What follows belongs to an exercise in optimizing a design on an open flow for small area and a short achievable clock period; a production flow would make more cautious choices.
The RTL was checked by simulation tests, not by an equivalence proof against the original design.
Power is estimated from default activity; no workload was simulated.

Design ALU_Pipeline, start of the top module:
module ALU_Pipeline(
  input  logic clk, rst,
  input  logic [31:0] A_in, B_in,
  input  logic [31:0] instr_in,
  output logic [31:0] Result_out,
  output logic Zero_out, Carry_out, Overflow_out, Negative_out
);
  localparam int NS1 = 0;
  logic [6:0] opcode, funct7;
  logic [2:0] funct3;
  logic [31:0] X_d, Y_d;
  logic cin_d, add_d, fill_d, sel_sum_d, sel_r_d, sel_l_d;
  logic [4-NS1:0] shamt_d;
  logic [31:0] X_reg, Y_reg;
  logic cin_reg, add_reg, fill_reg, sel_sum_reg, sel_r_reg, sel_l_reg;
  logic [4-NS1:0] shamt_reg;
  logic [31:0] Result_comb;
  logic Zero_comb, Carry_comb, Overflow_comb;
  InstructionDecoder decoder (
    .instruction(instr_in),
    .opcode(opcode),
    .funct3(funct3),
    .funct7(funct7)
  );
  ALUControl control (
    .opcode(opcode), .funct3(funct3), .funct7(funct7),
    .sel_sum(sel_sum_d), .sel_r(sel_r_d), .sel_l(sel_l_d)
  );
  ALUPre #(.NS1(NS1)) pre (
    .A(A_in), .B(B_in), .funct7(funct7), .funct3(funct3),
    .X(X_d), .Y(Y_d), .cin(cin_d), .add(add_d), .shamt(shamt_d), .fill(fill_d)
  );
  always_ff @(posedge clk or posedge rst) begin
    if (rst) begin
      sel_sum_reg <= 0;
      sel_r_reg <= 0;
      sel_l_reg <= 0;
    end else begin
      sel_sum_reg <= sel_sum_d;
      sel_r_reg <= sel_r_d;
      sel_l_reg <= sel_l_d;
    end
  end
  always_ff @(posedge clk) begin
    X_reg <= X_d;
    Y_reg <= Y_d;
    cin_reg <= cin_d;
    add_reg <= add_d;
    shamt_reg <= shamt_d;
    fill_reg <= fill_d;
  end
  ALU #(.NS1(NS1)) alu_inst (
    .X(X_reg), .Y(Y_reg), .cin(cin_reg), .add(add_reg), .shamt(shamt_reg), .fill(fill_reg),
    .sel_sum(sel_sum_reg), .sel_r(sel_r_reg), .sel_l(sel_l_reg),
    .Result(Result_comb),
    .Zero(Zero_comb),
    .Carry(Carry_comb),
    .Overflow(Overflow_comb)
  );
  always_ff @(posedge clk or posedge rst) begin
    if (rst) begin
      Result_out <= 0;
      Zero_out <= 0;
      Carry_out <= 0;
      Overflow_out <= 0;
    end else begin
      Result_out <= Result_comb;
      Zero_out <= Zero_comb;
      Carry_out <= Carry_comb;
      Overflow_out <= Overflow_comb;
    end
  end
  ...
Size: about 1200 cells after synthesis, ~130 I/O pins, roughly 7700 µm² of cells after synthesis.
==> flow/config.mk <==
export PLATFORM = sky130hd
export DESIGN_NAME = ALU_Pipeline
export DESIGN_NICKNAME = ALU_Pipeline
export VERILOG_FILES = /design/flow/design.v
export SDC_FILE = /design/flow/constraint.sdc
export NUM_CORES = 4
export LEC_CHECK = 0
export ABC_AREA = 1
export CAP_MARGIN = 20
export CORE_MARGIN = 2
export CORE_UTILIZATION = 40
export CTS_BUF_LIST = sky130_fd_sc_hd__clkbuf_4 sky130_fd_sc_hd__clkbuf_8
export PLACE_DENSITY = 0.8
export SETUP_SLACK_MARGIN = 4.5
export SLEW_MARGIN = 20
==> flow/constraint.sdc <==
create_clock -name core_clock -period 7.0 [get_ports {clk}]
set_input_delay 1.4000 -clock core_clock [delete_from_list [all_inputs] [get_ports {clk}]]
set_output_delay 1.4000 -clock core_clock [all_outputs]
set_load 0.01 [all_outputs]
standard.sh (not shown) runs the stock make flow with config.mk's settings and CLKGATE_MAP_FILE= SYNTH_SCRIPT=/design/flow/synth_recipe.tcl, a recipe that flattens the netlist after the stock synthesis.
==> flow/flow/run.sh <==
#!/bin/bash
# The standard layout, with the ports buffered by the smallest buffer (the resizer sizes
# them up where timing needs it) instead of buffer_ports' default delay buffer.
set -euo pipefail
bash standard.sh synth > synth.log 2>&1
export BUFFER_PORTS_ARGS="-buffer_cell sky130_fd_sc_hd__buf_1"
export SKIP_GATE_CLONING=1
export SKIP_LAST_GASP=1
bash standard.sh finish > layout.log 2>&1
Next try:
==> flow/flow/run.sh (replaced) <==
#!/bin/bash
# The standard layout, with two changes to how it is made:
# - the ports are buffered by the smallest buffer (the resizer sizes them up where timing
#   needs it) instead of buffer_ports' default delay buffer;
# - timing repair does not clone gates (it sizes and buffers instead).
# Each step writes its full output to a log of its own here (synth.log, layout.log) and under
# orfs/logs/.
set -euo pipefail
bash standard.sh synth > synth.log 2>&1
export BUFFER_PORTS_ARGS="-buffer_cell sky130_fd_sc_hd__buf_1"
export SKIP_GATE_CLONING=1
bash standard.sh finish > layout.log 2>&1
CORE_UTILIZATION = 35   (was 40)
Result: Clock-buffer cell count fell by 1; routed wire length rose by about 4%; setup slack loses 19 ps; worst hold slack gains 14 ps; area after synthesis does not change; global-route usage fell by 2.5 points; non-clock buffer count rose by 8; clock skew rose by 3.2 ps; sequential share of layout area fell by 0.79 points; via count rose by about 1.4%; sequential cell count is unchanged.
Next try:
==> flow/flow/run.sh (replaced) <==
#!/bin/bash
# The standard layout, with the ports buffered by the smallest buffer (the resizer sizes
# them up where timing needs it) instead of buffer_ports' default delay buffer.
set -euo pipefail
bash standard.sh synth > synth.log 2>&1
export BUFFER_PORTS_ARGS="-buffer_cell sky130_fd_sc_hd__buf_1"
export SKIP_GATE_CLONING=1
bash standard.sh finish > layout.log 2>&1
CORE_UTILIZATION = 40   (was 35)
=> The changed run finished with timing, DRC and antenna clean; global-route usage rose by 2.5 points; non-clock buffer count drops by 8; combinational power shrinks by a few percent; fmax rose slightly; via count falls slightly; wire length is lower by a few percent; final area goes down by a few percent; sequential cell count is unchanged; clock-buffer cell count rises by 1; sequential power is about the same.
Next try:
==> flow/flow/run.sh (replaced) <==
#!/bin/bash
# The standard layout, with two changes to how it is made:
# - the ports are buffered by the smallest buffer (the resizer sizes them up where timing
#   needs it) instead of buffer_ports' default delay buffer;
# - timing repair does not clone gates (it sizes and buffers instead).
# Each step writes its full output to a log of its own here (synth.log, layout.log) and under
# orfs/logs/.
set -euo pipefail
bash standard.sh synth > synth.log 2>&1
export BUFFER_PORTS_ARGS="-buffer_cell sky130_fd_sc_hd__buf_1"
export SKIP_GATE_CLONING=1
bash standard.sh finish > layout.log 2>&1
SETUP_SLACK_MARGIN = 4.6   (was 4.5)
What happened:
- first-iteration DRC count rose by 3.6%
- global-route usage rose by 0.45 points
- power rose by 2.0%
- sequential cell count does not change
Next try:
CORE_UTILIZATION = 30   (was 40)
SETUP_SLACK_MARGIN = 4.5   (was 4.6)
Global-route usage falls by 5.2 points.
Combinational power rises by about 0.8%.
Worst setup slack loses 12 ps.
Total power rises by 1.8%.
Area after synthesis does not change.
Cell count rises by 6.2%.
Next try:
CORE_UTILIZATION = 40   (was 30)
CTS_CLUSTER_SIZE = 40   (was unset)
What happened: First-iteration DRC count fell by 18%. Synthesized cell count is unchanged. Routed wire length fell by 9.4%. Utilization rose by 11 points.

Setup of run 1:
Another version of the RTL of ALU_Pipeline (not shown whole).
Size in the first run: ~110 flip-flops.
clock: 7.0 ns
lec_check: 0
abc_area: 1
cap_margin: 20
core_margin: 2
core_utilization: 40
cts_buf_list: sky130_fd_sc_hd__clkbuf_4 sky130_fd_sc_hd__clkbuf_8
setup_slack_margin: 4.3
slew_margin: 20
==> flow/flow/run.sh <==
#!/bin/bash
# The standard layout, with the ports buffered by the smallest buffer (the resizer sizes
# them up where timing needs it) instead of buffer_ports' default delay buffer.
set -euo pipefail
bash standard.sh synth > synth.log 2>&1
export BUFFER_PORTS_ARGS="-buffer_cell sky130_fd_sc_hd__buf_1"
bash standard.sh finish > layout.log 2>&1
Input changes introduced in run 2 (baseline for comparison: run 1):
Settings: swapping 4.3 for 4.5 in SETUP_SLACK_MARGIN.
Results
- Run 2 ended up with instr_in[30] as its worst setup path startpoint; run 1 ended up with instr_in[12].
- Layout cell share with drive strength beyond 1 (higher): run 2
- Number of synthesized register bits: run 1 vs run 2 identical
- On sequential cell area in the final layout, run 2 tracks run 1 almost exactly.
- The final worst-path cycle share in run 2 was lower than what run 1 gave.
- Ratio of total power to cell area: run 2 > run 1
- Est. power | run 2 vs run 1 | run 2 higher
- Run 2 packs its core more tightly than run 1.
- Run 2 does worse than run 1 on global-route wire length before repair.
- Compared with run 1, run 2 shows a higher clock power share.
Inputs modified between run 2 and run 3:
Settings: CTS_BUF_LIST: sky130_fd_sc_hd__clkbuf_4 sky130_fd_sc_hd__clkbuf_8 -> unset.
==> results.txt <==
Compared run 2 against run 3; total routed wirelength within noise. Net switching power went up by a few percent going from run 2 to run 3. Changes observed in run 3 relative to run 2: power now sits higher, setup slack after layout now sits higher, sequential fraction of total cell area now sits lower. From run 2 to run 3 the numbers moved as follows: post-synthesis to final-layout area growth went up; power per standard cell area went up; final core utilization went up.

trial 84:
Starting RTL as in the previous note.
export LEC_CHECK = 0
export ABC_AREA = 1
export CAP_MARGIN = 20
export CORE_MARGIN = 2
export CORE_UTILIZATION = 40
export CTS_BUF_LIST = sky130_fd_sc_hd__clkbuf_4 sky130_fd_sc_hd__clkbuf_8
export SETUP_SLACK_MARGIN = 4.4
export SLEW_MARGIN = 20
create_clock -name core_clock -period 7.0 [get_ports {clk}]
Scripts as last shown in full above: flow/flow/run.sh
Input-level comparison between trial 92 and trial 84:
Settings: TNS_END_PERCENT: unset -> 5; SETUP_SLACK_MARGIN: 4.4 -> 4.5.
## What came out
Per the comparison of trial 92 with trial 84, number of filler cells placed in the layout up about 0.55%, average detailed-routed wire length per instance climbed 0.62%, worst setup slack rose by 58 ps, post-CTS setup-driven buffer insertion count grew by 12, die extent in y was more or less identical.
[compare] base=trial 84 new=trial 92: number of global-route vias before repair shrank by 245; routed length on met3 shrank by about 2.5%.

Setup of red:
RTL: one of the versions met above, not the one the previous note started from.
Size in the first run: roughly 110 flip-flops, roughly 130 I/O pins, ~0.0077 mm^2 of cells after synthesis.
## ALU_Pipeline
module ALU_Pipeline(
  input  logic clk, rst,
  input  logic [31:0] A_in, B_in,
  input  logic [31:0] instr_in,
  output logic [31:0] Result_out,
  output logic Zero_out, Carry_out, Overflow_out, Negative_out
);
clock: 7.0 ns
lec_check: 0
abc_area: 1
cap_margin: 20
core_margin: 2
core_utilization: 40
cts_buf_list: sky130_fd_sc_hd__clkbuf_4 sky130_fd_sc_hd__clkbuf_8
setup_slack_margin: 4.6
slew_margin: 20
Scripts as last shown in full above: flow/flow/run.sh
What blue does differently from red at the input level:
Settings: setting PLACE_DENSITY to 0.8 for the first time; setting GPL_ROUTABILITY_DRIVEN to 0 for the first time; changing SETUP_SLACK_MARGIN from 4.6 to 4.5.
[summary]
blue reached the final stage; the timing, design-rule and antenna checks on its layout passed. blue: register-to-register slack is 0.08 ns lower than what red reported. red → blue: final hold slack increased 0.012 ns, power went down by 3.2%, net switching share of the total power level, total negative slack about even, routed wire length dropped about 7%. Per the comparison of blue with red, sequential share of layout area went up, number of global-route vias before repair shows an increase of 149. Overall global routing resource usage in blue is 1.5 points lower than in red. What red reported for routed wire length on met2 has to be multiplied by 0.896 to get the figure for blue. Static leakage, red and blue: higher on red.
> inputs changed (blue -> green)
Settings: a change of PLACE_DENSITY from 0.8 to 0.92; a deleted GPL_ROUTABILITY_DRIVEN that had been 0.
Findings:
- For clock-cell share of area, green and blue come out practically identical.
- green ended up with a lower clock power share than blue did.
- Going from blue to green, the average wire per standard cell was found to have gone up by about 4.5%.
- blue -> green: growth of design area from synthesis to finish flat
- green ends up with a setup slack that is 0.073 ns lower than in blue.
- Compared with blue, green supports a lower clock frequency.
- From blue to green the numbers moved as follows: fraction of power spent switching nets now larger, power consumption now smaller.
- Path length in cells of the critical path: green vs blue identical
- For the overall via count from detail_route, green came in 179 lower than blue did.
Modified inputs, orange compared to green
Settings: PLACE_DENSITY: 0.92 -> 0.8; CORE_UTILIZATION: 40 -> 45.
==> flow/flow/run.sh <==
#!/bin/bash
# The standard layout, with two changes to how it is made:
# - the ports are buffered by the smallest buffer (the resizer sizes them up where timing
#   needs it) instead of buffer_ports' default delay buffer;
# - timing repair does not clone gates (it sizes and buffers instead).
# Each step writes its full output to a log of its own here (synth.log, layout.log) and under
# orfs/logs/.
set -euo pipefail
bash standard.sh synth > synth.log 2>&1
export BUFFER_PORTS_ARGS="-buffer_cell sky130_fd_sc_hd__buf_1"
export SKIP_GATE_CLONING=1
bash standard.sh finish > layout.log 2>&1
==> results.txt <==
Number of inserted filler cells in the final layout in orange is 14% below green. Run comparison: orange worst setup path startpoint add_reg; green worst setup path startpoint sel_sum_reg. [compare] base=green new=orange: buffer and inverter count on the worst path went up 1, clock network power share went down 0.9 points. Taking green as the reference, in orange total die area fell 0.0022 mm^2, number of instances in the placed design fell 12, layout overhead on the synthesized area fell 0.41 points. Register-to-register slack in orange is 0.05 ns higher than in green. Between orange and green, it is orange whose final cell count is lower, by 0.59%. orange -> green: number of synthesized flops with an enable pin delta 0, exact match. Taking green as the reference, in orange fraction of area in registers barely changed, maximum fanout along the worst path dropped 13.
--- input diff orange..purple ---
Settings: changing CORE_UTILIZATION from 45 to 55.
==> flow/flow/run.sh <==
#!/bin/bash
# The standard layout, with the ports buffered by the smallest buffer (the resizer sizes
# them up where timing needs it) instead of buffer_ports' default delay buffer.
set -euo pipefail
bash standard.sh synth > synth.log 2>&1
export BUFFER_PORTS_ARGS="-buffer_cell sky130_fd_sc_hd__buf_1"
bash standard.sh finish > layout.log 2>&1
==> comparison <==
- Per the comparison of purple with orange, fraction of cell area in non-clock buffers fell 0.34 points, via count of the first global-routing pass has increased, maximum clock frequency shrank by 1.3%, count of fill cells added during filler insertion now sits lower.
- In terms of number of combinational gates with multiple inputs, orange and purple differ only marginally.
- Final hold slack: purple vs orange down 0.028 ns
- Sort orange and purple by overall die height desc -> top: orange

## run A
The RTL this note starts from:
==> flow/design.v <==
module ALUPre #(parameter int NS1 = 1) (
  input  logic [31:0] A, B,
  input  logic [6:0] funct7,
  input  logic [2:0] funct3,
  output logic [31:0] X, Y,
  output logic cin, add,
  output logic [4-NS1:0] shamt,
  output logic fill
);
  logic [31:0] F, X0;
  logic [31:0] s [0:NS1];
  logic sub, arith, shift, sll, k11, k10, k01, k00;
  assign sll   = (funct3 == 3'b001);
  assign shift = ~funct3[1] & funct3[0];    
  assign arith = (funct3 == 3'b000);        
  assign sub   = funct7[5];
  assign fill  = sub & A[31];
  assign k11 = sub | funct3[1] | funct3[0];
  assign k10 = funct3[0] ? ~funct3[1] : ~sub;
  assign k01 = ~sub & ~funct3[0];
  assign k00 = sub & ~funct3[0];
  always_comb
    for (int i = 0; i < 32; i++)
      F[i] = B[i] ? (A[i] ? k11 : k01) : (A[i] ? k10 : k00);
  always_comb
    for (int i = 0; i < 32; i++) X0[i] = sll ? A[31-i] : F[i];
  assign s[0] = X0;
  genvar l;
  generate
    for (l = 0; l < NS1; l++) begin : sh
      localparam int D = 16 >> l;
      assign s[l+1] = (B[4-l] & shift) ? {{D{fill}}, s[l][31:D]} : s[l];
    end
  endgenerate
  assign X = s[NS1];
  assign Y = A;
  assign add = arith;
  assign cin = arith & sub;
  assign shamt = B[4-NS1:0];
endmodule
module ALU #(parameter int NS1 = 1) (
  input  logic [31:0] X, Y,
  input  logic cin, add,
  input  logic [4-NS1:0] shamt,
  input  logic fill, sel_sum, sel_r, sel_l,
  output logic [31:0] Result,
  output logic Zero, Carry, Overflow
);
  logic [32:0] c;
  logic [31:0] zt, sum;
  logic [31:0] g0, p0;
  logic [31:0] t [0:5-NS1];
  logic [31:0] S;
  logic zadd;
  logic [31:0] g;
  assign g = Y & ~X & {32{add}};
  assign g0 = {g[31:1], g[0] | (X[0] & cin)};
  assign p0 = X | g;
  logic [31:0] G [0:9];
  logic [31:0] P [0:9];
  always_comb begin
    G[0] = g0;
    P[0] = p0;
    for (int k = 0; k < 5; k++) begin
      G[k+1] = G[k];
      P[k+1] = P[k];
      for (int i = 0; i < 32; i++)
        if ((i % (2 << k)) == (2 << k) - 1) begin
          G[k+1][i] = G[k][i] | (P[k][i] & G[k][i - (1 << k)]);
          P[k+1][i] = P[k][i] & P[k][i - (1 << k)];
        end
    end
    for (int k = 3; k >= 0; k--) begin
      G[9-k] = G[8-k];
      P[9-k] = P[8-k];
      for (int i = 0; i < 32; i++)
        if ((i % (2 << k)) == (1 << k) - 1 && i >= (2 << k)) begin
          G[9-k][i] = G[8-k][i] | (P[8-k][i] & G[8-k][i - (1 << k)]);
          P[9-k][i] = P[8-k][i] & P[8-k][i - (1 << k)];
        end
    end
  end
  assign c = {G[9], cin};
  assign sum = X ^ c[31:0];
  assign zt = X ^ {p0[30:0], cin};
  assign zadd = ~|zt;
  genvar l;
  assign t[0] = X;
  generate
    for (l = 0; l < 5 - NS1; l++) begin : sh
      localparam int D = 1 << (4 - NS1 - l);
      assign t[l+1] = shamt[4-NS1-l] ? {{D{fill}}, t[l][31:D]} : t[l];
    end
  endgenerate
  assign S = t[5-NS1];
  always_comb
    for (int k = 0; k < 32; k++)
      Result[k] = (sel_r & S[k]) | (sel_l & S[31-k]) | (sel_sum & sum[k]);
  assign Zero = ((sel_r | sel_l) & ~|S) | (sel_sum & zadd) | ~(sel_r | sel_l | sel_sum);
  assign Carry = sel_sum & (c[32] ^ cin);
  assign Overflow = sel_sum & (c[32] ^ c[31]);
endmodule
module ALUControl(
  input  logic [6:0] funct7,
  input  logic [2:0] funct3,
  input  logic [6:0] opcode,
  output logic sel_sum,   
  output logic sel_r,     
  output logic sel_l      
);
  logic rtype, f7z, f7s;
  assign rtype = (opcode == 7'b0110011);
  assign f7z   = rtype & (funct7 == 7'b0000000);
  assign f7s   = rtype & (funct7 == 7'b0100000);
  assign sel_sum = ((f7z | f7s) & (funct3 == 3'b000))
                 | (f7z & funct3[2] & ~funct3[0])        
                 | (f7z & (funct3 == 3'b111));           
  assign sel_r = (f7z | f7s) & (funct3 == 3'b101);
  assign sel_l = f7z & (funct3 == 3'b001);
endmodule
module InstructionDecoder(
  input  logic [31:0] instruction,
  output logic [6:0]  opcode,
  output logic [2:0]  funct3,
  output logic [6:0]  funct7
);
  assign opcode = instruction[6:0];
  assign funct3 = instruction[14:12];
  assign funct7 = instruction[31:25];
endmodule
module ALU_Pipeline(
  input  logic clk, rst,
  input  logic [31:0] A_in, B_in,
  input  logic [31:0] instr_in,
  output logic [31:0] Result_out,
  output logic Zero_out, Carry_out, Overflow_out, Negative_out
);
  localparam int NS1 = 0;
  logic [6:0] opcode, funct7;
  logic [2:0] funct3;
  logic [31:0] X_d, Y_d;
  logic cin_d, add_d, fill_d, sel_sum_d, sel_r_d, sel_l_d;
  logic [4-NS1:0] shamt_d;
  logic [31:0] X_reg, Y_reg;
  logic cin_reg, add_reg, fill_reg, sel_sum_reg, sel_r_reg, sel_l_reg;
  logic [4-NS1:0] shamt_reg;
  logic [31:0] Result_comb;
  logic Zero_comb, Carry_comb, Overflow_comb;
  InstructionDecoder decoder (
    .instruction(instr_in),
    .opcode(opcode),
    .funct3(funct3),
    .funct7(funct7)
  );
  ALUControl control (
    .opcode(opcode), .funct3(funct3), .funct7(funct7),
    .sel_sum(sel_sum_d), .sel_r(sel_r_d), .sel_l(sel_l_d)
  );
  ALUPre #(.NS1(NS1)) pre (
    .A(A_in), .B(B_in), .funct7(funct7), .funct3(funct3),
    .X(X_d), .Y(Y_d), .cin(cin_d), .add(add_d), .shamt(shamt_d), .fill(fill_d)
  );
  always_ff @(posedge clk or posedge rst) begin
    if (rst) begin
      sel_sum_reg <= 0;
      sel_r_reg <= 0;
      sel_l_reg <= 0;
    end else begin
      sel_sum_reg <= sel_sum_d;
      sel_r_reg <= sel_r_d;
      sel_l_reg <= sel_l_d;
    end
  end
  always_ff @(posedge clk) begin
    X_reg <= X_d;
    Y_reg <= Y_d;
    cin_reg <= cin_d;
    add_reg <= add_d;
    shamt_reg <= shamt_d;
    fill_reg <= fill_d;
  end
  ALU #(.NS1(NS1)) alu_inst (
    .X(X_reg), .Y(Y_reg), .cin(cin_reg), .add(add_reg), .shamt(shamt_reg), .fill(fill_reg),
    .sel_sum(sel_sum_reg), .sel_r(sel_r_reg), .sel_l(sel_l_reg),
    .Result(Result_comb),
    .Zero(Zero_comb),
    .Carry(Carry_comb),
    .Overflow(Overflow_comb)
  );
  always_ff @(posedge clk or posedge rst) begin
    if (rst) begin
      Result_out <= 0;
      Zero_out <= 0;
      Carry_out <= 0;
      Overflow_out <= 0;
    end else begin
      Result_out <= Result_comb;
      Zero_out <= Zero_comb;
      Carry_out <= Carry_comb;
      Overflow_out <= Overflow_comb;
    end
  end
  assign Negative_out = Result_out[31];
endmodule
Settings: LEC_CHECK=0, ABC_AREA=1, CAP_MARGIN=20, CORE_MARGIN=2, CORE_UTILIZATION=40, CTS_BUF_LIST=sky130_fd_sc_hd__clkbuf_4 sky130_fd_sc_hd__clkbuf_8, PLACE_DENSITY=0.8, SETUP_SLACK_MARGIN=4.5, SLEW_MARGIN=20; clock period 7.0 ns.
==> flow/flow/run.sh <==
#!/bin/bash
# The standard layout, with the ports buffered by the smallest buffer (the resizer sizes
# them up where timing needs it) instead of buffer_ports' default delay buffer.
set -euo pipefail
bash standard.sh synth > synth.log 2>&1
export BUFFER_PORTS_ARGS="-buffer_cell sky130_fd_sc_hd__buf_1"
bash standard.sh finish > layout.log 2>&1
Inputs modified between run A and run B:
Settings: CTS_BUF_LIST changed from sky130_fd_sc_hd__clkbuf_4 sky130_fd_sc_hd__clkbuf_8 to sky130_fd_sc_hd__clkbuf_2 sky130_fd_sc_hd__clkbuf_4 sky130_fd_sc_hd__clkbuf_8.
==> flow/flow/run.sh <==
#!/bin/bash
# The standard layout, with two changes to how it is made:
# - the ports are buffered by the smallest buffer (the resizer sizes them up where timing
#   needs it) instead of buffer_ports' default delay buffer;
# - timing repair does not clone gates (it sizes and buffers instead).
# Each step writes its full output to a log of its own here (synth.log, layout.log) and under
# orfs/logs/.
set -euo pipefail
bash standard.sh synth > synth.log 2>&1
export BUFFER_PORTS_ARGS="-buffer_cell sky130_fd_sc_hd__buf_1"
export SKIP_GATE_CLONING=1
bash standard.sh finish > layout.log 2>&1
Results
- Final-stage net count, run B vs run A: down slightly
- From run A to run B the numbers moved as follows: net count after synthesis closely matched the old numbers, wire length reported by the detailed router now smaller, maximum frequency rose by 1.4%.
- Share of the cycle needed by the critical path after routing (run B over run A): decrease, 0.47 points
- Looking at run A and run B, the relative area of non-clock buffer cells in the final design is a wash.
Changes in run C relative to run B:
Settings: CTS_BUF_LIST now sky130_fd_sc_hd__clkbuf_4 sky130_fd_sc_hd__clkbuf_8, was sky130_fd_sc_hd__clkbuf_2 sky130_fd_sc_hd__clkbuf_4 sky130_fd_sc_hd__clkbuf_8.
--- outcome ---
Re number of non-clock inverters in the layout: no difference whatsoever between run B and run C. Changes observed in run C relative to run B: area of the die neither gained nor lost much, area of the mapped netlist essentially unchanged. Going from run B to run C, total of endpoints with negative setup slack in the final report neither gained nor lost much; setup slack level; DRC violations left roughly the same; non-clock buffering overhead in the final layout closely matched the old numbers; met3 capacity usage during global routing ~0 delta.
### run C -> run D
Settings: clearing PLACE_DENSITY, which used to be 0.8.
==> flow/flow/run.sh <==
#!/bin/bash
# The standard layout, with the ports buffered by the smallest buffer (the resizer sizes
# them up where timing needs it) instead of buffer_ports' default delay buffer.
set -euo pipefail
bash standard.sh synth > synth.log 2>&1
export BUFFER_PORTS_ARGS="-buffer_cell sky130_fd_sc_hd__buf_1"
bash standard.sh finish > layout.log 2>&1
## What came out
- Run D closes out successfully: all stages finished, all timing, DRC and antenna checks passed.
- The kind of critical path comes out primary input to flip-flop in one run and flip-flop to flip-flop in the other, namely in run D and run C respectively.
- [compare] base=run C new=run D: total routed wirelength now larger, multi-input gate share of the layout cell area shows a reduction of 0.23 points, clock-buffer cell count down 1.

static timing again, ports no longer ideal:
Ports are ideal in the flow. The routed layouts listed here were re-timed in OpenROAD.
Step 1 (the two cells are an assumption about what drives the block):
set clk [get_ports {clk}]
set_driving_cell -lib_cell sky130_fd_sc_hd__clkbuf_16 $clk
set_driving_cell -lib_cell sky130_fd_sc_hd__buf_2 [delete_from_list [all_inputs] $clk]
Step 2 adds t to the input delays and takes it off the output delays; t is the mean of the earliest and latest rising clock arrival at the registers after step 1. Input paths then give back, and output paths get back, about the clock's delay inside the block.
Three values: ideal, step 1, step 2; two values: the first two.
run | t, ns | setup slack, ns | cell pins on the clock port's net
the first run of note 1 | 0.440 | 4.610 / 4.610 / 4.219 | 1
the second run of note 1 | 0.432 | 4.591 / 4.608 / 4.175 | 1
the third run of note 1 | 0.440 | 4.610 / 4.610 / 4.219 | 1
the fourth run of note 1 | 0.441 | 4.569 / 4.569 / 4.285 | 1
the fifth run of note 1 | 0.444 | 4.557 / 4.557 / 4.180 | 1
the sixth run of note 1 | 0.440 | 4.610 / 4.610 / 4.219 | 1
run 1 | 0.430 | 4.382 / 4.387 / 3.957 | 1
run 2 | 0.437 | 4.517 / 4.499 / 4.062 | 1
run 3 | 0.405 | 4.540 / 4.522 / 4.117 | 1
trial 84 | 0.434 | 4.435 / 4.454 / 4.020 | 1
trial 92 | 0.436 | 4.493 / 4.488 / 4.052 | 1
red | 0.440 | 4.605 / 4.605 / 4.265 | 1
blue | 0.437 | 4.526 / 4.526 / 4.202 | 1
green | 0.443 | 4.453 / 4.453 / 4.160 | 1
orange | 0.436 | 4.506 / 4.506 / 4.166 | 1
purple | 0.433 | 4.473 / 4.473 / 4.100 | 1
run A | 0.438 | 4.577 / 4.595 / 4.157 | 1
run B | 0.440 | 4.610 / 4.610 / 4.219 | 1
run C | 0.440 | 4.610 / 4.610 / 4.219 | 1
run D | 0.430 | 4.528 / 4.544 / 4.114 | 1
After both steps every run listed still meets setup and hold. The setup slack of run 2, which loses most, moves by -0.018 ns with the drivers and by -0.455 ns with both steps.
